From an optimization exercise on the open Yosys and OpenROAD flow, aimed at small area; shortcuts taken in it are not production practice. RTL that was checked went through simulation tests only; none was proved equivalent to the original.

==> inputs of trial 75 <==
==> flow/design.v (excerpt) <==
module synth_core (
    input             clk,
    input             rst_n,
    input             play_n,
    input      [9:0]  SW,
    input      [11:0] GPIO_0,
    input             uart_rx,
    output     [31:0] audio_out,
    output     [9:0]  LEDR,
    output     [6:0]  HEX0,
    output     [6:0]  HEX1,
    output     [6:0]  HEX2
);
    wire rst = ~rst_n;
    wire [7:0]  rx_byte;
    wire [2:0]  bidx;
    wire        flip, new_bit;
    sc_uart uart (
        .clk(clk), .rst(rst), .uart_rx(uart_rx), .rx_byte(rx_byte), .bidx(bidx),
        .flip(flip), .new_bit(new_bit), .LEDR(LEDR), .HEX0(HEX0), .HEX1(HEX1),
        .HEX2(HEX2));
    wire [11:0] song_sel;
    sc_song song (.clk(clk), .rst(rst), .play_n(play_n), .song_sel(song_sel));
    wire [11:0] nsel = SW[0] ? song_sel : GPIO_0;
    wire [409:0] mainv;
    wire         bvalid;
    sc_bend bend (
        .clk(clk), .rst(rst), .flip(flip), .new_bit(new_bit), .rx_byte(rx_byte),
        .bidx(bidx), .mainv(mainv), .bvalid(bvalid));
    wire neg   = rx_byte > 8'd200;
    wire [18:0] b4_0 = {neg, mainv[17:0]};
    wire [18:0] b4_1 = {neg, mainv[35:18]};
    wire [18:0] b4_2 = {neg, mainv[53:36]};
    wire [18:0] b4_3 = {neg, mainv[71:54]};
    wire [18:0] b4_4 = {neg, mainv[89:72]};
    wire [18:0] b4_5 = {neg, mainv[107:90]};
    wire [18:0] b4_6 = {neg, mainv[125:108]};
    wire [18:0] b4_7 = {neg, neg, mainv[142:126]};
    wire [18:0] b4_8 = {neg, neg, mainv[159:143]};
    wire [18:0] b4_9 = {neg, neg, mainv[176:160]};
    wire [18:0] b4_10 = {neg, neg, mainv[193:177]};
    wire [18:0] b4_11 = {neg, neg, mainv[210:194]};
    wire [18:0] b5_0 = {neg, neg, mainv[227:211]};
  ...
==> module sc_uart, before the edit <==
module sc_uart (
    input            clk,
    input            rst,
    input            uart_rx,
    output reg [7:0] rx_byte,
    output reg [2:0] bidx,
    output           flip,       
    output           new_bit,    
    output     [9:0] LEDR,
    output     [6:0] HEX0,
    output     [6:0] HEX1,
    output     [6:0] HEX2
);
    localparam S_IDLE = 2'd0, S_START = 2'd1, S_DATA = 2'd2, S_STOP = 2'd3;
    reg [2:0]  rx_sync;
    reg        rx_data, rx_prev;
    reg [1:0]  state;
    reg [12:0] cnt;
    reg [7:0]  led;
    reg        hex_ok;
    wire [12:0] cstep = {cnt[11:0], cnt[12] ^ cnt[3] ^ cnt[2] ^ cnt[0]};
    wire cnt_half = cnt == 13'd3518;
    wire cnt_full = cnt == 13'd4887;
    wire cnt_end  = (state == S_START) ? cnt_half : cnt_full;
    wire data_end = (state == S_DATA) & cnt_full;
    wire start_ok = (state == S_START) & cnt_half & ~rx_data;
    assign new_bit = start_ok | (data_end & (bidx != 3'd7));
    assign flip    = data_end & (rx_data != rx_byte[bidx]);
    always @(posedge clk) begin
        if (rst) begin
            rx_sync <= 3'b111;
            rx_data <= 1'b1;
            rx_prev <= 1'b1;
            state   <= S_IDLE;
            bidx    <= 3'd0;
            rx_byte <= 8'd0;
            led     <= 8'd0;
            hex_ok  <= 1'b0;
        end else begin
            rx_sync <= {rx_sync[1:0], uart_rx};
            rx_data <= rx_sync[2];
            rx_prev <= rx_data;
            case (state)
                S_IDLE:  if (rx_prev & ~rx_data) state <= S_START;
                S_START: if (cnt_half) state <= rx_data ? S_IDLE : S_DATA;
                S_DATA:  if (cnt_full) begin
                             rx_byte[bidx] <= rx_data;
                             bidx <= bidx + 3'd1;
                             if (bidx == 3'd7) state <= S_STOP;
                         end
                S_STOP:  if (cnt_full) begin
                             state <= S_IDLE;
                             if (rx_data && rx_byte <= 8'd200) begin
                                 led    <= rx_byte;
                                 hex_ok <= 1'b1;
                             end
                         end
            endcase
        end
    end
    always @(posedge clk)
        cnt <= (state == S_IDLE || cnt_end) ? 13'd1 : cstep;
    function [6:0] seg7;
        input [3:0] d;
        case (d)
            4'd0: seg7 = 7'b1000000;
            4'd1: seg7 = 7'b1111001;
            4'd2: seg7 = 7'b0100100;
            4'd3: seg7 = 7'b0110000;
            4'd4: seg7 = 7'b0011001;
            4'd5: seg7 = 7'b0010010;
            4'd6: seg7 = 7'b0000010;
            4'd7: seg7 = 7'b1111000;
            4'd8: seg7 = 7'b0000000;
            4'd9: seg7 = 7'b0010000;
            default: seg7 = 7'b0000000;
        endcase
    endfunction
    wire [7:0] led_ones = led % 8'd10;
    wire [7:0] led_tens = (led / 8'd10) % 8'd10;
    wire [7:0] led_hund = led / 8'd100;
    assign LEDR = {2'b00, led};
    assign HEX0 = hex_ok ? seg7(led_ones[3:0]) : 7'b1111111;
    assign HEX1 = hex_ok ? seg7(led_tens[3:0]) : 7'b1111111;
    assign HEX2 = hex_ok ? seg7(led_hund[3:0]) : 7'b1111111;
endmodule
==> flow/config.mk <==
export PLATFORM = sky130hd
export DESIGN_NAME = synth_core
export DESIGN_NICKNAME = synth_core
export VERILOG_FILES = /design/flow/design.v
export SDC_FILE = /design/flow/constraint.sdc
export NUM_CORES = 4
export LEC_CHECK = 0
export ABC_AREA = 1
export CAP_MARGIN = 20
export CORE_MARGIN = 2
export CORE_UTILIZATION = 68
export CTS_CLUSTER_DIAMETER = 100
export CTS_CLUSTER_SIZE = 30
export PLACE_DENSITY = 0.75
export SLEW_MARGIN = 20
==> flow/constraint.sdc <==
create_clock -name core_clock -period 45.0 [get_ports {clk}]
set_input_delay 9.0000 -clock core_clock [delete_from_list [all_inputs] [get_ports {clk}]]
set_output_delay 9.0000 -clock core_clock [all_outputs]
set_load 0.01 [all_outputs]
standard.sh (not shown) runs the stock make flow with config.mk's settings and CLKGATE_MAP_FILE= SYNTH_SCRIPT=/design/flow/synth_recipe.tcl, a recipe that flattens the netlist after the stock synthesis.
==> flow/flow/run.sh <==
#!/bin/bash
# Own layout flow: the standard flow (standard.sh) unchanged, except that
# the synthesis maps logic with a stronger ABC area script
# (flow/abc_area_own.script). The synthesis script is the standard flow's
# synth_recipe.tcl, with Yosys's abc command wrapped so that it reads that
# script; every other step, and the registers, are the standard flow's.
set -euo pipefail
W=$(pwd)
cp flow/abc_area_own.script "$W/abc_area_own.script"
{
  echo 'proc abc {args} {'
  echo '  set i [lsearch -exact $args -script]'
  echo "  if {\$i >= 0} { lset args [expr {\$i + 1}] {$W/abc_area_own.script} }"
  echo '  yosys abc {*}$args'
  echo '}'
  cat synth_recipe.tcl
} > "$W/own_synth.tcl"
sed "s#SYNTH_SCRIPT=[^ ]*#SYNTH_SCRIPT=$W/own_synth.tcl#" standard.sh > "$W/own_standard.sh"
grep -q "SYNTH_SCRIPT=$W/own_synth.tcl" "$W/own_standard.sh"
bash "$W/own_standard.sh" > "$W/own_flow_make.log" 2>&1
test -s out/final.def
==> flow/flow/abc_area_own.script <==
strash
balance; rewrite; refactor; balance; rewrite; rewrite -z; balance; refactor -z; rewrite -z; balance
balance; rewrite; refactor; balance; rewrite; rewrite -z; balance; refactor -z; rewrite -z; balance
dch -f
amap
strash
dch -f
amap
topo
==> inputs of build 83, as changes to trial 75 <==
--- a/flow/design.v
+++ b/flow/design.v
@@ -65,5 +65,5 @@
                              if (bidx == 3'd7) state <= S_STOP;
                          end
-                S_STOP:  if (cnt_full) begin
+                default: if (cnt_full) begin           
                              state <= S_IDLE;
                              if (rx_data && rx_byte <= 8'd200) begin
==> flow/flow/abc_area_own.script (replaced) <==
strash
&get -n
&deepsyn -T 20
&put
dch -f
amap
strash
dch -f
amap
topo
- CORE_UTILIZATION: 68 -> 55
- GPL_TIMING_DRIVEN: not set -> 0
- PLACE_DENSITY: 0.75 -> 0.65
==> impl_metrics.ini <==
[placed_design]
post-place-cells = 7078
globalplace.congestion = 0.910

[setup_path]
critical_path_buf_inv_count = 7
slowest_delay_ps = 660

[sta]
final_period_minus_worst_setup_slack_ps = 25930
worst_clock_skew_ps = 35.4
fin_ws_ps = 19070
max_slew_margin_pct = 28.2

[outcome]
status = timing/DRC/antenna clean

[power]
peakVddDrop_mv = 0.0673
(the above is from trial 75)
==> impl_metrics.ini <==
[sta]
fin_ws_ps = 18540
worst_clock_skew_ps = 31.8

[power]
peakVddDrop_mv = 0.0517

[placed_design]
globalplace.congestion = 0.894

[setup_path]
slowest_delay_ps = 1140

[outcome]
status = timing/DRC/antenna clean
(the above is from build 83)
Only the layout flow was run in trial 75; the RTL was not checked for function there.

==> what the ideal ports hide <==
No port has a modelled driver above. Below, the same layouts with a new extraction and two added sets of constraints. Step 1 sets driving cells, clkbuf_16 on the clock port and buf_2 on the other inputs (assumed; they add their load-dependent delay and slew). Step 2 moves the port delays by t, midway between the first and last clock arrival at a register: inputs arrive t later, outputs are due t later. That takes back most of the time a late clock gives input paths. a / b / c = ideal ports / drivers / drivers and shift; a / b = the first two.
run	shift t [ns]	slack for setup (ns)	cell pins on the clock port's net
trial 75	0.726	19.073 / 19.123 / 18.398	1
build 83	0.745	18.536 / 18.555 / 17.810	1
After both steps setup and hold are still met in every run listed. The setup slack of build 83, which loses most, moves by +0.019 ns with the drivers and by -0.726 ns with both steps.
